This design comes from an exercise in tuning for small area and a short achievable clock period on the open sky130 flow, not from production work.
Function was checked by simulation only, so behaviour that the tests miss may differ from the original.
Power is estimated from default activity; no workload was simulated.

==> inputs of run Y <==
// lc4_processor
module lc4_processor
   (input  wire        clk,
    input  wire        rst,
    input  wire        gwe,
    output wire [15:0] o_cur_pc,
    input  wire [15:0] i_cur_insn,
    output wire [15:0] o_dmem_addr,
    input  wire [15:0] i_cur_dmem_data,
    output wire        o_dmem_we,
    output wire [15:0] o_dmem_towrite,
    output wire [1:0]  test_stall,
    output wire [15:0] test_cur_pc,
    output wire [15:0] test_cur_insn,
    output wire        test_regfile_we,
    output wire [2:0]  test_regfile_wsel,
    output wire [15:0] test_regfile_data,
    output wire        test_nzp_we,
    output wire [2:0]  test_nzp_new_bits,
    output wire        test_dmem_we,
    output wire [15:0] test_dmem_addr,
    output wire [15:0] test_dmem_data);
   wire        branch_stall;
   wire [15:0] next_pc;
   wire [15:0] pc;
   Nbit_reg #(16, 16'h8200) pc_reg (.in(next_pc), .out(pc), .clk(clk), .we(1'b1), .gwe(gwe), .rst(rst));
   assign o_cur_pc = pc;
   wire [15:0] d_pc, d_raw;
   wire        d_stall;
   Nbit_reg #(16, 16'h8200) d_pc_reg    (.in(pc),           .out(d_pc),    .clk(clk), .we(1'b1), .gwe(gwe), .rst(rst));
   Nbit_reg #(7, 7'h00)     d_rawh_reg  (.in(i_cur_insn[15:9]), .out(d_raw[15:9]), .clk(clk), .we(1'b1), .gwe(gwe), .rst(rst));
   Nbit_reg_nr #(9)         d_rawl_reg  (.in(i_cur_insn[8:0]),  .out(d_raw[8:0]),  .clk(clk), .gwe(gwe));
   Nbit_reg #(1, 1'b1)      d_stall_reg (.in(branch_stall), .out(d_stall), .clk(clk), .we(1'b1), .gwe(gwe), .rst(rst));
   wire [2:0] d_r1sel, d_r2sel;
   lc4_decoder dec_d (.insn(d_raw), .r1sel(d_r1sel), .r2sel(d_r2sel), .wsel(),
                      .regfile_we(), .nzp_we(), .is_load(), .is_store());
   wire [15:0] x_pc, x_raw;
  ...
==> flow/config.mk <==
export PLATFORM = sky130hd
export DESIGN_NAME = lc4_processor
export DESIGN_NICKNAME = lc4_processor
export VERILOG_FILES = /design/flow/design.v
export SDC_FILE = /design/flow/constraint.sdc
export NUM_CORES = 4
export LEC_CHECK = 0
export ABC_AREA = 1
export CAP_MARGIN = 20
export CORE_MARGIN = 2
export CORE_UTILIZATION = 40
export CTS_BUF_LIST = sky130_fd_sc_hd__clkbuf_4
export SLEW_MARGIN = 20
==> flow/constraint.sdc <==
create_clock -name core_clock -period 40.0 [get_ports {clk}]
set_input_delay 8.0000 -clock core_clock [delete_from_list [all_inputs] [get_ports {clk}]]
set_output_delay 8.0000 -clock core_clock [all_outputs]
set_load 0.01 [all_outputs]
standard.sh (not shown) runs the stock make flow with config.mk's settings and CLKGATE_MAP_FILE= SYNTH_SCRIPT=/design/flow/synth_recipe.tcl, a recipe that flattens the netlist after the stock synthesis.
==> flow/flow/run.sh <==
#!/bin/bash
set -eo pipefail
cd "$(dirname "$0")/.."
export BUFFER_PORTS_ARGS="-buffer_cell sky130_fd_sc_hd__buf_1"
SETUP_SLACK_MARGIN=27.6 bash standard.sh cts > standard_cts.log 2>&1
bash standard.sh > standard.log 2>&1
==> run F (differences from run Y) <==
--- a/flow/design.v
+++ b/flow/design.v
@@ -1821,19 +1821,16 @@
    Nbit_reg #(1, 1'b1)      d_stall_reg (.in(branch_stall), .out(d_stall), .clk(clk), .we(1'b1), .gwe(gwe), .rst(rst));
    wire [2:0] d_r1sel, d_r2sel;
    lc4_decoder dec_d (.insn(d_raw), .r1sel(d_r1sel), .r2sel(d_r2sel), .wsel(),
                       .regfile_we(), .nzp_we(), .is_load(), .is_store());
    wire [15:0] x_pc, x_raw;
    wire        x_stall;
-   wire [2:0]  x_r1sel, x_r2sel;
    Nbit_reg #(16, 16'h8200) x_pc_reg    (.in(d_pc),                   .out(x_pc),    .clk(clk), .we(1'b1), .gwe(gwe), .rst(rst));
    Nbit_reg #(7, 7'h00)     x_rawh_reg  (.in(d_raw[15:9]), .out(x_raw[15:9]), .clk(clk), .we(1'b1), .gwe(gwe), .rst(rst));
    Nbit_reg_nr #(9)         x_rawl_reg  (.in(d_raw[8:0]),  .out(x_raw[8:0]),  .clk(clk), .gwe(gwe));
    Nbit_reg #(1, 1'b1)      x_stall_reg (.in(branch_stall | d_stall), .out(x_stall), .clk(clk), .we(1'b1), .gwe(gwe), .rst(rst));
-   Nbit_reg_nr #(3)         x_r1sel_reg (.in(d_r1sel), .out(x_r1sel), .clk(clk), .gwe(gwe));
-   Nbit_reg_nr #(3)         x_r2sel_reg (.in(d_r2sel), .out(x_r2sel), .clk(clk), .gwe(gwe));
    wire [15:0] x_ir = x_stall ? 16'h0000 : x_raw;
    wire [15:0] m_pc, m_raw, m_alu, m_rt;
    wire        m_stall;
    wire [15:0] w_pc, w_raw, w_alu, w_data;
    wire        w_stall;
    wire [2:0]  m_wsel, w_wsel;
@@ -1843,29 +1840,34 @@
    lc4_decoder dec_w (.insn(w_raw), .r1sel(), .r2sel(), .wsel(w_wsel),
                       .regfile_we(w_rfwe), .nzp_we(w_nzpwe), .is_load(w_ld), .is_store(w_st));
    wire m_we = ~m_stall & m_rfwe;
    wire w_we = ~w_stall & w_rfwe;
    wire [15:0] rf_rs, rf_rt;
    lc4_regfile #(16) regfile (.clk(clk), .gwe(gwe), .rst(rst),
-                              .i_rs(x_r1sel), .o_rs_data(rf_rs),
-                              .i_rt(x_r2sel), .o_rt_data(rf_rt),
+                              .i_rs(d_r1sel), .o_rs_data(rf_rs),
+                              .i_rt(d_r2sel), .o_rt_data(rf_rt),
                               .i_rd(w_wsel), .i_wdata(test_regfile_data), .i_rd_we(w_we));
+   wire [15:0] d_rs = (w_we & (d_r1sel == w_wsel)) ? test_regfile_data : rf_rs;
+   wire [15:0] d_rt = (w_we & (d_r2sel == w_wsel)) ? test_regfile_data : rf_rt;
+   wire [15:0] x_rs, x_rt;
+   Nbit_reg_nr #(16) x_rs_reg (.in(d_rs), .out(x_rs), .clk(clk), .gwe(gwe));
+   Nbit_reg_nr #(16) x_rt_reg (.in(d_rt), .out(x_rt), .clk(clk), .gwe(gwe));
    wire [2:0] x_wsel;
    wire       x_rfwe;
    lc4_decoder dec_x (.insn(x_raw), .r1sel(), .r2sel(), .wsel(x_wsel),
                       .regfile_we(x_rfwe), .nzp_we(), .is_load(), .is_store());
    wire x_we = ~x_stall & x_rfwe;
    wire mx_rs_n = x_we & (d_r1sel == x_wsel);
    wire mx_rt_n = x_we & (d_r2sel == x_wsel);
    wire wx_rs_n = m_we & (d_r1sel == m_wsel) & ~mx_rs_n;
    wire wx_rt_n = m_we & (d_r2sel == m_wsel) & ~mx_rt_n;
    wire mx_rs, mx_rt, wx_rs, wx_rt;
    Nbit_reg #(4, 4'b0000) byp_reg (.in({mx_rs_n, mx_rt_n, wx_rs_n, wx_rt_n}), .out({mx_rs, mx_rt, wx_rs, wx_rt}),
                                    .clk(clk), .we(1'b1), .gwe(gwe), .rst(rst));
-   wire [15:0] rs_byp = mx_rs ? m_alu : (wx_rs ? w_alu : rf_rs);
-   wire [15:0] rt_byp = mx_rt ? m_alu : (wx_rt ? w_alu : rf_rt);
+   wire [15:0] rs_byp = mx_rs ? m_alu : (wx_rs ? w_alu : x_rs);
+   wire [15:0] rt_byp = mx_rt ? m_alu : (wx_rt ? w_alu : x_rt);
    wire [15:0] alu_out, alu_addsum;
    lc4_alu alu (.i_insn(x_ir), .i_pc(x_pc), .i_r1data(rs_byp), .i_r2data(rt_byp),
                 .o_result(alu_out), .o_addsum(alu_addsum));
    wire [2:0] m_nzp = m_alu[15] ? 3'b100 : (|m_alu ? 3'b001 : 3'b010);
    wire [2:0] nzp_q;
    wire m_nzp_we = ~m_stall & m_nzpwe;
@@ -1885,27 +1887,26 @@
                     (should_branch | x_jmp) ? alu_addsum : pc_inc;
    Nbit_reg #(16, 16'h8200) m_pc_reg    (.in(x_pc),    .out(m_pc),    .clk(clk), .we(1'b1), .gwe(gwe), .rst(rst));
    Nbit_reg #(7, 7'h00)     m_rawh_reg  (.in(x_raw[15:9]), .out(m_raw[15:9]), .clk(clk), .we(1'b1), .gwe(gwe), .rst(rst));
    Nbit_reg_nr #(9)         m_rawl_reg  (.in(x_raw[8:0]),  .out(m_raw[8:0]),  .clk(clk), .gwe(gwe));
    Nbit_reg #(1, 1'b1)      m_stall_reg (.in(x_stall), .out(m_stall), .clk(clk), .we(1'b1), .gwe(gwe), .rst(rst));
    Nbit_reg #(16, 16'h0000) m_alu_reg   (.in(alu_out), .out(m_alu),   .clk(clk), .we(1'b1), .gwe(gwe), .rst(rst));
-   Nbit_reg_nr #(16)        m_rt_reg    (.in(rf_rt),   .out(m_rt),    .clk(clk), .gwe(gwe));
+   Nbit_reg_nr #(16)        m_rt_reg    (.in(x_rt),    .out(m_rt),    .clk(clk), .gwe(gwe));
    assign o_dmem_we      = ~m_stall & m_st;
    assign o_dmem_addr    = (m_ld | m_st) ? m_alu : 16'h0000;
    assign o_dmem_towrite = m_st ? m_rt : 16'h0000;
    wire [15:0] m_data    = m_ld ? i_cur_dmem_data : (m_st ? m_rt : 16'h0000);
    Nbit_reg #(16, 16'h8200) w_pc_reg    (.in(m_pc),    .out(w_pc),    .clk(clk), .we(1'b1), .gwe(gwe), .rst(rst));
    Nbit_reg #(7, 7'h00)     w_rawh_reg  (.in(m_raw[15:9]), .out(w_raw[15:9]), .clk(clk), .we(1'b1), .gwe(gwe), .rst(rst));
    Nbit_reg_nr #(9)         w_rawl_reg  (.in(m_raw[8:0]),  .out(w_raw[8:0]),  .clk(clk), .gwe(gwe));
    Nbit_reg #(1, 1'b1)      w_stall_reg (.in(m_stall), .out(w_stall), .clk(clk), .we(1'b1), .gwe(gwe), .rst(rst));
    Nbit_reg #(16, 16'h0000) w_alu_reg   (.in(m_alu),   .out(w_alu),   .clk(clk), .we(1'b1), .gwe(gwe), .rst(rst));
    Nbit_reg #(16, 16'h0000) w_data_reg  (.in(m_data),  .out(w_data),  .clk(clk), .we(1'b1), .gwe(gwe), .rst(rst));
    wire [3:0] w_op = w_raw[15:12];
    wire w_link = ~w_stall & (w_op == 4'b1111 | w_op == 4'b0100);
-   wire [15:0] w_pc_inc = w_pc + 16'd1;
-   assign test_regfile_data = w_ld ? w_data : (w_link ? w_pc_inc : w_alu);
+   assign test_regfile_data = w_ld ? w_data : (w_link ? m_pc : w_alu);
    assign test_cur_pc       = w_pc;
    assign test_cur_insn     = w_stall ? 16'h0000 : w_raw;
    assign test_regfile_we   = w_we;
    assign test_regfile_wsel = w_wsel;
    assign test_nzp_we       = w_nzp_we;
    assign test_dmem_we      = ~w_stall & w_st;
==> flow/flow/run.sh (replaced) <==
#!/bin/bash
set -eo pipefail
cd "$(dirname "$0")/.."
export BUFFER_PORTS_ARGS="-buffer_cell sky130_fd_sc_hd__buf_1"
SETUP_SLACK_MARGIN=28 bash standard.sh cts > standard_cts.log 2>&1
bash standard.sh > standard.log 2>&1
--- a/flow/config.mk
+++ b/flow/config.mk
@@ -6,8 +6,8 @@
 export NUM_CORES = 4
 export LEC_CHECK = 0
 export ABC_AREA = 1
 export CAP_MARGIN = 20
 export CORE_MARGIN = 2
 export CORE_UTILIZATION = 40
-export CTS_BUF_LIST = sky130_fd_sc_hd__clkbuf_4
+export CTS_BUF_LIST = sky130_fd_sc_hd__clkbuf_8
 export SLEW_MARGIN = 20
==> run H (differences from run Y) <==
--- a/flow/design.v
+++ b/flow/design.v
@@ -1821,19 +1821,16 @@
    Nbit_reg #(1, 1'b1)      d_stall_reg (.in(branch_stall), .out(d_stall), .clk(clk), .we(1'b1), .gwe(gwe), .rst(rst));
    wire [2:0] d_r1sel, d_r2sel;
    lc4_decoder dec_d (.insn(d_raw), .r1sel(d_r1sel), .r2sel(d_r2sel), .wsel(),
                       .regfile_we(), .nzp_we(), .is_load(), .is_store());
    wire [15:0] x_pc, x_raw;
    wire        x_stall;
-   wire [2:0]  x_r1sel, x_r2sel;
    Nbit_reg #(16, 16'h8200) x_pc_reg    (.in(d_pc),                   .out(x_pc),    .clk(clk), .we(1'b1), .gwe(gwe), .rst(rst));
    Nbit_reg #(7, 7'h00)     x_rawh_reg  (.in(d_raw[15:9]), .out(x_raw[15:9]), .clk(clk), .we(1'b1), .gwe(gwe), .rst(rst));
    Nbit_reg_nr #(9)         x_rawl_reg  (.in(d_raw[8:0]),  .out(x_raw[8:0]),  .clk(clk), .gwe(gwe));
    Nbit_reg #(1, 1'b1)      x_stall_reg (.in(branch_stall | d_stall), .out(x_stall), .clk(clk), .we(1'b1), .gwe(gwe), .rst(rst));
-   Nbit_reg_nr #(3)         x_r1sel_reg (.in(d_r1sel), .out(x_r1sel), .clk(clk), .gwe(gwe));
-   Nbit_reg_nr #(3)         x_r2sel_reg (.in(d_r2sel), .out(x_r2sel), .clk(clk), .gwe(gwe));
    wire [15:0] x_ir = x_stall ? 16'h0000 : x_raw;
    wire [15:0] m_pc, m_raw, m_alu, m_rt;
    wire        m_stall;
    wire [15:0] w_pc, w_raw, w_alu, w_data;
    wire        w_stall;
    wire [2:0]  m_wsel, w_wsel;
@@ -1843,29 +1840,34 @@
    lc4_decoder dec_w (.insn(w_raw), .r1sel(), .r2sel(), .wsel(w_wsel),
                       .regfile_we(w_rfwe), .nzp_we(w_nzpwe), .is_load(w_ld), .is_store(w_st));
    wire m_we = ~m_stall & m_rfwe;
    wire w_we = ~w_stall & w_rfwe;
    wire [15:0] rf_rs, rf_rt;
    lc4_regfile #(16) regfile (.clk(clk), .gwe(gwe), .rst(rst),
-                              .i_rs(x_r1sel), .o_rs_data(rf_rs),
-                              .i_rt(x_r2sel), .o_rt_data(rf_rt),
+                              .i_rs(d_r1sel), .o_rs_data(rf_rs),
+                              .i_rt(d_r2sel), .o_rt_data(rf_rt),
                               .i_rd(w_wsel), .i_wdata(test_regfile_data), .i_rd_we(w_we));
+   wire [15:0] d_rs = (w_we & (d_r1sel == w_wsel)) ? test_regfile_data : rf_rs;
+   wire [15:0] d_rt = (w_we & (d_r2sel == w_wsel)) ? test_regfile_data : rf_rt;
+   wire [15:0] x_rs, x_rt;
+   Nbit_reg_nr #(16) x_rs_reg (.in(d_rs), .out(x_rs), .clk(clk), .gwe(gwe));
+   Nbit_reg_nr #(16) x_rt_reg (.in(d_rt), .out(x_rt), .clk(clk), .gwe(gwe));
    wire [2:0] x_wsel;
    wire       x_rfwe;
    lc4_decoder dec_x (.insn(x_raw), .r1sel(), .r2sel(), .wsel(x_wsel),
                       .regfile_we(x_rfwe), .nzp_we(), .is_load(), .is_store());
    wire x_we = ~x_stall & x_rfwe;
    wire mx_rs_n = x_we & (d_r1sel == x_wsel);
    wire mx_rt_n = x_we & (d_r2sel == x_wsel);
    wire wx_rs_n = m_we & (d_r1sel == m_wsel) & ~mx_rs_n;
    wire wx_rt_n = m_we & (d_r2sel == m_wsel) & ~mx_rt_n;
    wire mx_rs, mx_rt, wx_rs, wx_rt;
    Nbit_reg #(4, 4'b0000) byp_reg (.in({mx_rs_n, mx_rt_n, wx_rs_n, wx_rt_n}), .out({mx_rs, mx_rt, wx_rs, wx_rt}),
                                    .clk(clk), .we(1'b1), .gwe(gwe), .rst(rst));
-   wire [15:0] rs_byp = mx_rs ? m_alu : (wx_rs ? w_alu : rf_rs);
-   wire [15:0] rt_byp = mx_rt ? m_alu : (wx_rt ? w_alu : rf_rt);
+   wire [15:0] rs_byp = mx_rs ? m_alu : (wx_rs ? w_alu : x_rs);
+   wire [15:0] rt_byp = mx_rt ? m_alu : (wx_rt ? w_alu : x_rt);
    wire [15:0] alu_out, alu_addsum;
    lc4_alu alu (.i_insn(x_ir), .i_pc(x_pc), .i_r1data(rs_byp), .i_r2data(rt_byp),
                 .o_result(alu_out), .o_addsum(alu_addsum));
    wire [2:0] m_nzp = m_alu[15] ? 3'b100 : (|m_alu ? 3'b001 : 3'b010);
    wire [2:0] nzp_q;
    wire m_nzp_we = ~m_stall & m_nzpwe;
@@ -1885,27 +1887,26 @@
                     (should_branch | x_jmp) ? alu_addsum : pc_inc;
    Nbit_reg #(16, 16'h8200) m_pc_reg    (.in(x_pc),    .out(m_pc),    .clk(clk), .we(1'b1), .gwe(gwe), .rst(rst));
    Nbit_reg #(7, 7'h00)     m_rawh_reg  (.in(x_raw[15:9]), .out(m_raw[15:9]), .clk(clk), .we(1'b1), .gwe(gwe), .rst(rst));
    Nbit_reg_nr #(9)         m_rawl_reg  (.in(x_raw[8:0]),  .out(m_raw[8:0]),  .clk(clk), .gwe(gwe));
    Nbit_reg #(1, 1'b1)      m_stall_reg (.in(x_stall), .out(m_stall), .clk(clk), .we(1'b1), .gwe(gwe), .rst(rst));
    Nbit_reg #(16, 16'h0000) m_alu_reg   (.in(alu_out), .out(m_alu),   .clk(clk), .we(1'b1), .gwe(gwe), .rst(rst));
-   Nbit_reg_nr #(16)        m_rt_reg    (.in(rf_rt),   .out(m_rt),    .clk(clk), .gwe(gwe));
+   Nbit_reg_nr #(16)        m_rt_reg    (.in(x_rt),    .out(m_rt),    .clk(clk), .gwe(gwe));
    assign o_dmem_we      = ~m_stall & m_st;
    assign o_dmem_addr    = (m_ld | m_st) ? m_alu : 16'h0000;
    assign o_dmem_towrite = m_st ? m_rt : 16'h0000;
    wire [15:0] m_data    = m_ld ? i_cur_dmem_data : (m_st ? m_rt : 16'h0000);
    Nbit_reg #(16, 16'h8200) w_pc_reg    (.in(m_pc),    .out(w_pc),    .clk(clk), .we(1'b1), .gwe(gwe), .rst(rst));
    Nbit_reg #(7, 7'h00)     w_rawh_reg  (.in(m_raw[15:9]), .out(w_raw[15:9]), .clk(clk), .we(1'b1), .gwe(gwe), .rst(rst));
    Nbit_reg_nr #(9)         w_rawl_reg  (.in(m_raw[8:0]),  .out(w_raw[8:0]),  .clk(clk), .gwe(gwe));
    Nbit_reg #(1, 1'b1)      w_stall_reg (.in(m_stall), .out(w_stall), .clk(clk), .we(1'b1), .gwe(gwe), .rst(rst));
    Nbit_reg #(16, 16'h0000) w_alu_reg   (.in(m_alu),   .out(w_alu),   .clk(clk), .we(1'b1), .gwe(gwe), .rst(rst));
    Nbit_reg #(16, 16'h0000) w_data_reg  (.in(m_data),  .out(w_data),  .clk(clk), .we(1'b1), .gwe(gwe), .rst(rst));
    wire [3:0] w_op = w_raw[15:12];
    wire w_link = ~w_stall & (w_op == 4'b1111 | w_op == 4'b0100);
-   wire [15:0] w_pc_inc = w_pc + 16'd1;
-   assign test_regfile_data = w_ld ? w_data : (w_link ? w_pc_inc : w_alu);
+   assign test_regfile_data = w_ld ? w_data : (w_link ? m_pc : w_alu);
    assign test_cur_pc       = w_pc;
    assign test_cur_insn     = w_stall ? 16'h0000 : w_raw;
    assign test_regfile_we   = w_we;
    assign test_regfile_wsel = w_wsel;
    assign test_nzp_we       = w_nzp_we;
    assign test_dmem_we      = ~w_stall & w_st;
==> flow/flow/run.sh (replaced) <==
#!/bin/bash
set -eo pipefail
cd "$(dirname "$0")/.."
export BUFFER_PORTS_ARGS="-buffer_cell sky130_fd_sc_hd__buf_1"
SETUP_SLACK_MARGIN=28 bash standard.sh cts > standard_cts.log 2>&1
bash standard.sh > standard.log 2>&1
==> flow/config.mk (replaced) <==
export PLATFORM = sky130hd
export DESIGN_NAME = lc4_processor
export DESIGN_NICKNAME = lc4_processor
export VERILOG_FILES = /design/flow/design.v
export SDC_FILE = /design/flow/constraint.sdc
export NUM_CORES = 4
export LEC_CHECK = 0
export ABC_AREA = 1
export CAP_MARGIN = 20
export CORE_MARGIN = 2
export CORE_UTILIZATION = 50
export CTS_BUF_LIST = sky130_fd_sc_hd__clkbuf_8
export PLACE_DENSITY = 0.7
export SLEW_MARGIN = 20
==> run summary <==
Outcome: run Y complete, no violations; run F complete, no violations; run H complete, no violations
Logic depth of the worst register-to-register path: run Y 97; run F 90; run H 93
Top-area cell type share of the netlist area: run Y 18.3%; run F 18.1%; run H 18.1%
Die ar.: run Y 82,900 um2; run F 83,800 um2; run H 67,300 um2
Share of total power in sequential cells: run Y 12.9%; run F 28.6%; run H 30.1%
Rows: run Y 104; run F 104; run H 93
Synthesized net count: run Y 5,377; run F 5,316; run H 5,316
Final instance count without filler cells: run Y 6,671; run F 6,499; run H 6,260
Via density per instance: run Y 5.86; run F 5.97; run H 6.21
Final setup margin: run Y 27,080 ps; run F 27,620 ps; run H 27,520 ps
Clock latency on the worst-skew pair: run Y 820 ps; run F 650 ps; run H 660 ps
Synth Warn #: run Y 12; run F 11; run H 11
Net total in the final layout: run Y 5,664; run F 5,510; run H 5,474
Origin of the worst min-delay path: run Y m_rawl_reg.state[3]; run F m_rawl_reg.state[1]; run H m_rawl_reg.state[0]
FF+latch area: run Y 7650 um2; run F 8430 um2; run H 8440 um2
DR vias: run Y 39,100; run F 38,800; run H 38,900
Initial drt markers: run Y 4,579; run F 4,647; run H 4,922
Post-synthesis instance area: run Y 32,200 um2; run F 32,600 um2; run H 32,600 um2
Clock root buffer: run Y clkbuf_4; run F clkbuf_8; run H clkbuf_8
Antenna diode count: run Y 2; run F 1; run H 4
Worst endpoint data arrival time: run Y 13,560 ps; run F 12,920 ps; run H 13,030 ps
Standard cell with the maximum stage delay on the critical path: run Y edfxtp_1; run F dfxtp_4; run H dfxtp_4
Wire per inst: run Y 22.8 um; run F 22.8 um; run H 22.6 um
Met1 Track Usage GR: run Y 45.6%; run F 45.3%; run H 52.2%

[what the ideal ports hide]
In the flow no input, the clock included, has a driving cell. The finished layouts below were timed again as built, in two steps. Step 1: set_driving_cell puts a clkbuf_16 on clk and a buf_2 on each other input, an assumption about the parent block. Step 2 moves the port delays by t, midway between the first and last clock arrival at a register: inputs arrive t later, outputs are due t later. That takes back most of the time a late clock gives input paths. a / b / c = ideal ports / drivers / drivers and shift; a / b = the first two.
run | t (ns) | setup slack, ns | clock arrival spread, ns
run Y | 0.831 | 27.077 / 27.077 / 27.077 | 0.086 / 0.086
run F | 0.700 | 27.623 / 27.623 / 27.623 | 0.026 / 0.027
run H | 0.702 | 27.524 / 27.524 / 27.524 | 0.029 / 0.028
After both steps setup and hold are still met in every run listed.
